Source: an optimization exercise on an open RTL-to-GDS flow (aim: small area and a short achievable clock period). Production flows keep margins and buffers that such runs may drop.
In this exercise RTL edits were held to simulation tests only and were not proved equivalent to the original.
Power figures rest on the tool's default switching activity, not on a simulated workload. No driver is modelled on the clock port, so clocking that relies on it looks cheaper here than on a real chip.

==> 10-01 <==
## top
module top(
    clk,
    rst_n,
    ifm0,
    ifm1,
    ifm2,
    ifm0_en,
    ifm1_en,
    ifm2_en,
    w0,
    w1,
    w2,
    w0_en,
    w1_en,
    w2_en,
    obf0_rd_en,
    obf1_rd_en,
    obf2_rd_en,
    obf0_empty,
    obf1_empty,
    obf2_empty,
    obf0_full,
    obf1_full,
    obf2_full,
    obf0_err,
    obf1_err,
    obf2_err,
    obf0_out,
    obf1_out,
    obf2_out
);
make LEC_CHECK=0 CAP_MARGIN=20 CORE_MARGIN=2 CORE_UTILIZATION=40 PLACE_DENSITY=0.6 SLEW_MARGIN=20 finish   # period 5.0 ns
run.sh (not shown) runs the stock make flow with config.mk's settings and CLKGATE_MAP_FILE= SYNTH_SCRIPT=/design/flow/synth_recipe.tcl, a recipe that flattens the netlist after the stock synthesis.
==> 10-15 (differences from 10-01) <==
--- a/flow/design.v
+++ b/flow/design.v
@@ -3,14 +3,14 @@
 (
     input clk,
     input rst_n,
     input en0,                       
     input en1,                       
     input en2,                       
-    input [7:0] data_in,
-    input [7:0] weights_in,
+    input [7:0] data_src,            
+    input [7:0] weights_in,          
     output reg [15:0] S,
     output reg [15:0] C,
     output reg ready
 );
 reg [4:0] cnt;
 wire c27 = (cnt == 5'd27);
@@ -26,26 +26,26 @@
 if (EARLY) begin : g_early
     assign take_next = en2 & ~(en1 & en0 & (cnt == 5'd25));
 end else begin : g_lag
     assign take_next = en1 & ~(en0 & (cnt == 5'd26));
 end
 endgenerate
-reg take, clr;
+reg [7:0] ag;
+reg clr;
 always @(posedge clk or negedge rst_n)
 begin
     if (!rst_n) begin
         ready <= 1'b0;
-        take <= 1'b0;
         clr <= 1'b1;
+        ag <= 8'd0;
     end else begin
         ready <= c27;
         clr <= c27;
-        take <= take_next;
+        ag <= data_src & {8{take_next}};
     end
 end
-wire [7:0] ag = data_in & {8{take}};
 wire [63:0] pp;
 genvar gi, gj;
 generate
 for (gi = 0; gi < 8; gi = gi + 1) begin : g_pp
     for (gj = 0; gj < 8; gj = gj + 1) begin : g_ppj
         assign pp[gi*8+gj] = ag[gi] & weights_in[gj];
@@ -248,46 +248,39 @@
 begin
     S <= s_n;
     C <= c_n;
 end
 endmodule
 module input_bus
-#(parameter BUS_WIDTH=8, parameter TAPS=3)
+#(parameter BUS_WIDTH=8, parameter DTAPS=3)
 (
     input clk,
     input rst_n,
     input en,
     input [BUS_WIDTH-1:0] data,
     output reg [2:0] en_l,
-    output [3*BUS_WIDTH-1:0] data_l
+    output [DTAPS*BUS_WIDTH-1:0] data_l
 );
 always @(posedge clk or negedge rst_n)
 begin
     if (!rst_n)
         en_l <= 3'b000;
     else
         en_l <= {en_l[1:0], en};
 end
-reg [BUS_WIDTH-1:0] d0, d1;
-wire [BUS_WIDTH-1:0] d2;
-always @(posedge clk)
-begin
-    d0 <= data;
-    d1 <= d0;
-end
+reg [DTAPS*BUS_WIDTH-1:0] d;
 generate
-if (TAPS > 2) begin : g_t2
-    reg [BUS_WIDTH-1:0] d2r;
+if (DTAPS > 1) begin : g_chain
     always @(posedge clk)
-        d2r <= d1;
-    assign d2 = d2r;
-end else begin : g_not2
-    assign d2 = {BUS_WIDTH{1'b0}};
+        d <= {d[(DTAPS-1)*BUS_WIDTH-1:0], data};
+end else begin : g_one
+    always @(posedge clk)
+        d <= data;
 end
 endgenerate
-assign data_l = {d2, d1, d0};
+assign data_l = d;
 endmodule
 module obuffer
 #(parameter DATA_WIDTH=8)
 (
     input clk,
     input rst_n,
@@ -297,70 +290,87 @@
     input [2*DATA_WIDTH-1:0] p0_s,
     input [2*DATA_WIDTH-1:0] p0_c,
     input [2*DATA_WIDTH-1:0] p1_s,
     input [2*DATA_WIDTH-1:0] p1_c,
     input [2*DATA_WIDTH-1:0] p2_s,
     input [2*DATA_WIDTH-1:0] p2_c,
-    output reg empty,
+    output empty,
     output reg full,
     input rd_en,
     output reg [2*DATA_WIDTH-1:0] data_rdout,
     output reg errout
 );
 localparam DW2 = 2*DATA_WIDTH;
 reg [DW2-1:0] mem [0:8];
-reg [3:0] wr_addr, rd_addr, count;
+reg [3:0] wr_addr, count;
+reg ne;
+assign empty = ~ne;
+reg [8:0] rd_oh;                     
 wire any = p0_ready | p1_ready | p2_ready;
 wire two = (p0_ready & p1_ready) | (p0_ready & p2_ready) | (p1_ready & p2_ready);
 wire wr = any & ~full;
 wire rd = rd_en & ~empty;
-reg [DW2-1:0] ps, pc;
+wire [DW2-1:0] ss = ({DW2{p0_ready}} & p0_s) | ({DW2{p1_ready}} & p1_s) | ({DW2{p2_ready}} & p2_s);
+wire [DW2-1:0] cc = ({DW2{p0_ready}} & p0_c) | ({DW2{p1_ready}} & p1_c) | ({DW2{p2_ready}} & p2_c);
+localparam LO = 6;                   
+reg [LO:0] plo;
+reg [DW2-LO-1:0] phs, phc;
 reg [3:0] pend_addr;
 reg pend;
 always @(posedge clk)
 begin
-    ps <= ({DW2{p0_ready}} & p0_s) | ({DW2{p1_ready}} & p1_s) | ({DW2{p2_ready}} & p2_s);
-    pc <= ({DW2{p0_ready}} & p0_c) | ({DW2{p1_ready}} & p1_c) | ({DW2{p2_ready}} & p2_c);
+    plo <= ss[LO-1:0] + cc[LO-1:0];
+    phs <= ss[DW2-1:LO];
+    phc <= cc[DW2-1:LO];
     pend_addr <= wr_addr;
 end
-wire [DW2-1:0] pdata = ps + pc;
+wire [DW2-LO-1:0] phi = phs + phc + plo[LO];
+wire [DW2-1:0] pdata = {phi, plo[LO-1:0]};
 always @(posedge clk)
     if (pend)
         mem[pend_addr] <= pdata;
-wire [DW2-1:0] rdata = (pend && (pend_addr == rd_addr)) ? pdata : mem[rd_addr];
+wire hit = pend & rd_oh[pend_addr];
+reg [DW2-1:0] rmem;
+integer k;
+always @(*) begin
+    rmem = {DW2{1'b0}};
+    for (k = 0; k < 9; k = k + 1)
+        rmem = rmem | ({DW2{rd_oh[k]}} & mem[k]);
+end
+wire [DW2-1:0] rdata = hit ? pdata : rmem;
 wire [3:0] count_inc = count + 1'b1;
 wire [3:0] count_dec = count - 1'b1;
 wire [3:0] count_n = wr ? count_inc : count;
 wire [3:0] count_r = empty ? count_n : (wr ? count : count_dec);
 wire empty_n = wr ? 1'b0 : empty;
 wire empty_r = empty ? empty_n : (wr ? 1'b0 : (count == 4'd1));
 wire full_n = wr ? (count == 4'd8) : full;
 wire full_r = empty ? full_n : 1'b0;
 always @(posedge clk or negedge rst_n)
 begin
     if (!rst_n) begin
         wr_addr <= 4'd0;
-        rd_addr <= 4'd0;
+        rd_oh <= 9'd1;
         count <= 4'd0;
-        empty <= 1'b1;
+        ne <= 1'b0;
         full <= 1'b0;
         errout <= 1'b0;
         pend <= 1'b0;
         data_rdout <= 'd0;
     end else begin
         pend <= wr & ~two;
         if (wr)
             wr_addr <= (wr_addr == 4'd8) ? 4'd0 : wr_addr + 1'b1;
         if (rd) begin
-            rd_addr <= (rd_addr == 4'd8) ? 4'd0 : rd_addr + 1'b1;
+            rd_oh <= {rd_oh[7:0], rd_oh[8]};
             data_rdout <= rdata;
         end
         if (wr & two)
             errout <= 1'b1;
         count <= rd_en ? count_r : count_n;
-        empty <= rd_en ? empty_r : empty_n;
+        ne <= ~(rd_en ? empty_r : empty_n);
         full <= rd_en ? full_r : full_n;
     end
 end
 endmodule
 module top(
     clk,
@@ -404,54 +414,64 @@
 output obf0_full,obf1_full,obf2_full;
 output obf0_err,obf1_err,obf2_err;
 output [2*DATA_WIDTH-1:0] obf0_out,obf1_out,obf2_out;
 localparam DW = DATA_WIDTH;
 wire [2:0] fen [0:2];
 wire [2:0] wen [0:2];
-wire [3*DW-1:0] fd [0:2];
-wire [3*DW-1:0] wd [0:2];
 wire [DW-1:0] ifm_in [0:2];
 wire [DW-1:0] w_in [0:2];
 wire ifm_en_in [0:2];
 wire w_en_in [0:2];
 assign ifm_in[0] = ifm0; assign ifm_in[1] = ifm1; assign ifm_in[2] = ifm2;
 assign w_in[0] = w0; assign w_in[1] = w1; assign w_in[2] = w2;
 assign ifm_en_in[0] = ifm0_en; assign ifm_en_in[1] = ifm1_en; assign ifm_en_in[2] = ifm2_en;
 assign w_en_in[0] = w0_en; assign w_en_in[1] = w1_en; assign w_en_in[2] = w2_en;
 wire [3:0] fe [0:2];
 wire [3:0] we [0:2];
+wire [3*DW-1:0] fdx [0:2];
+wire [4*DW-1:0] wd [0:2];
 genvar i, j;
 generate
 for (i = 0; i < 3; i = i + 1) begin : g_bus
-    input_bus #(.BUS_WIDTH(DW), .TAPS(i == 0 ? 3 : 2)) ifm_bus (
+    wire [(i == 0 ? 2 : 1)*DW-1:0] fd;
+    wire [3*DW-1:0] wdt;
+    input_bus #(.BUS_WIDTH(DW), .DTAPS(i == 0 ? 2 : 1)) ifm_bus (
         .clk(clk), .rst_n(rst_n), .en(ifm_en_in[i]), .data(ifm_in[i]),
-        .en_l(fen[i]), .data_l(fd[i]));
-    input_bus #(.BUS_WIDTH(DW), .TAPS(i == 0 ? 3 : 2)) w_bus (
+        .en_l(fen[i]), .data_l(fd));
+    input_bus #(.BUS_WIDTH(DW), .DTAPS(i == 0 ? 3 : 2)) w_bus (
         .clk(clk), .rst_n(rst_n), .en(w_en_in[i]), .data(w_in[i]),
-        .en_l(wen[i]), .data_l(wd[i]));
+        .en_l(wen[i]), .data_l(wdt[(i == 0 ? 3 : 2)*DW-1:0]));
+    if (i != 0) begin : g_pad
+        assign wdt[3*DW-1:2*DW] = {DW{1'b0}};
+        assign fdx[i] = {{DW{1'b0}}, fd, ifm_in[i]};
+    end else begin : g_nopad
+        assign fdx[i] = {fd, ifm_in[i]};
+    end
     assign fe[i] = {fen[i], ifm_en_in[i]};
     assign we[i] = {wen[i], w_en_in[i]};
+    assign wd[i] = {wdt, w_in[i]};
 end
 endgenerate
 wire [2*DW-1:0] pe_s [0:8];
 wire [2*DW-1:0] pe_c [0:8];
 wire [8:0] pe_rdy;
 generate
 for (i = 0; i < 3; i = i + 1) begin : g_row
     for (j = 0; j < 3; j = j + 1) begin : g_col
         localparam E = (i > 0) && (j > 0);
-        localparam JA = E ? j - 1 : j;
-        localparam IB = E ? i - 1 : i;
+        wire e0 = fe[i][j+1] & we[j][i+1];
+        wire e1 = fe[i][j] & we[j][i];
+        wire e2 = fe[i][E ? j-1 : 0] & we[j][E ? i-1 : 0];
         PE #(.DATA_WIDTH(DW), .EARLY(E)) pe (
             .clk(clk),
             .rst_n(rst_n),
-            .en0(fe[i][j+1] & we[j][i+1]),
-            .en1(fe[i][j] & we[j][i]),
-            .en2(fe[i][E ? j-1 : 0] & we[j][E ? i-1 : 0]),
-            .data_in(fd[i][JA*DW +: DW]),
-            .weights_in(wd[j][IB*DW +: DW]),
+            .en0(e0),
+            .en1(e1),
+            .en2(e2),
+            .data_src(fdx[i][(E ? j-1 : j)*DW +: DW]),
+            .weights_in(wd[j][(E ? i : i+1)*DW +: DW]),
             .S(pe_s[3*i+j]),
             .C(pe_c[3*i+j]),
             .ready(pe_rdy[3*i+j])
         );
     end
 end
==> flow/flow/run.sh (new file) <==
#!/bin/bash
# Layout flow: the standard flow (standard.sh), with two changes:
#  - the port buffers start as buf_2 (repair may still resize them),
#  - clock tree synthesis inserts no dummy loads.
# standard.sh's output goes to standard.log in the work folder; ORFS keeps
# each step's full log under orfs/logs/.
cp standard.sh standard_sh.txt
export BUFFER_PORTS_ARGS="-buffer_cell sky130_fd_sc_hd__buf_2"
export CTS_ARGS="-sink_clustering_enable -repair_clock_nets -sink_clustering_size 30 -sink_clustering_max_diameter 100 -dont_use_dummy_load"
bash standard.sh > standard.log 2>&1
==> flow/standard.sh (new file) <==
#!/bin/bash
# synth_recipe.tcl (not shown) runs the flow's synth.tcl, then flattens the netlist and writes it again
# the make line also repeats each setting of config.mk as NAME=value (left out here)
make -C /OpenROAD-flow-scripts/flow DESIGN_CONFIG=/design/flow/config.mk WORK_HOME=/design/flow/orfs CLKGATE_MAP_FILE= SYNTH_SCRIPT=/design/flow/synth_recipe.tcl "${@:-finish}"
--- a/flow/config.mk
+++ b/flow/config.mk
@@ -5,8 +5,11 @@
 export SDC_FILE = /design/flow/constraint.sdc
 export NUM_CORES = 4
 export LEC_CHECK = 0
 export CAP_MARGIN = 20
 export CORE_MARGIN = 2
 export CORE_UTILIZATION = 40
+export CTS_CLUSTER_DIAMETER = 100
+export CTS_CLUSTER_SIZE = 30
 export PLACE_DENSITY = 0.6
+export SETUP_SLACK_MARGIN = 2.8
 export SLEW_MARGIN = 20
removed: flow/run.sh
==> run notes <==
quantity                                                                               10-15                               10-01
Outcome                                                                       finished clean                      finished clean
Sequential element share of the synthesized area                                       56.2%                               53.4%
Clk. pwr                                                                           0.00578 W                            0.0118 W
Synthesized area                                                                  63600 um^2                          64800 um^2
Post-Route Utilization                                                                 45.1%                               45.9%
Clock latency at the later pin of the worst-skew pair                                0.73 ns                             0.80 ns
R2R setup slack                                                                      2.69 ns                             1.86 ns
Placed cells                                                                            6847                                7224
CTS clk-pin slew, worst paths                                                        0.11 ns                             0.06 ns
Power consumption                                                                   0.0250 W                            0.0330 W
Buffers plus inverters on the worst setup path                                             1                                   2
Die outline width                                                                     403 um                              406 um
Cell count after synthesis                                                              4771                                5098
Clock Buffer Count                                                                        60                                 225
Largest fanout on the critical path                                                        2                                  36
Area fraction of the dominant cell type after synthesis                                27.2%                               27.9%
Synthesized-area fraction occupied by and/or/nand/nor cells                            11.1%                               10.9%
Post-layout instance count excluding filler cells                                       7127                                7515
Sw Pwr                                                                             0.00683 W                           0.00970 W
Number of non-clock buffers                                                              375                                 182
Worst R2R End                                                obf2.data_rdout[12]$_DFFE_PN0P_  g_row[2].g_col[0].pe.M[18]$_DFF_P_

==> what the ideal ports hide <==
The results above use ideal ports. As a check the final layouts listed here were re-extracted and re-timed, cells and wires unchanged.
Step 1 (the two cells are an assumption about what drives the block):
set clk [get_ports {clk}]
set_driving_cell -lib_cell sky130_fd_sc_hd__clkbuf_16 $clk
set_driving_cell -lib_cell sky130_fd_sc_hd__buf_2 [delete_from_list [all_inputs] $clk]
Step 2 moves the port delays by t, midway between the first and last clock arrival at a register: inputs arrive t later, outputs are due t later. That takes back most of the time a late clock gives input paths.
Three values: no drivers, after step 1, after step 2; two values: the first two.
run | shift t [ns] | setup slack, ns | clock arrival spread, ns
10-01 | 0.863 | 1.864 / 1.864 / 1.864 | 0.044 / 0.045
10-15 | 0.762 | 2.660 / 2.585 / 2.554 | 0.087 / 0.087
After both steps every run listed still meets setup and hold. The setup slack of 10-15, which loses most, moves by -0.075 ns with the drivers and by -0.106 ns with both steps.
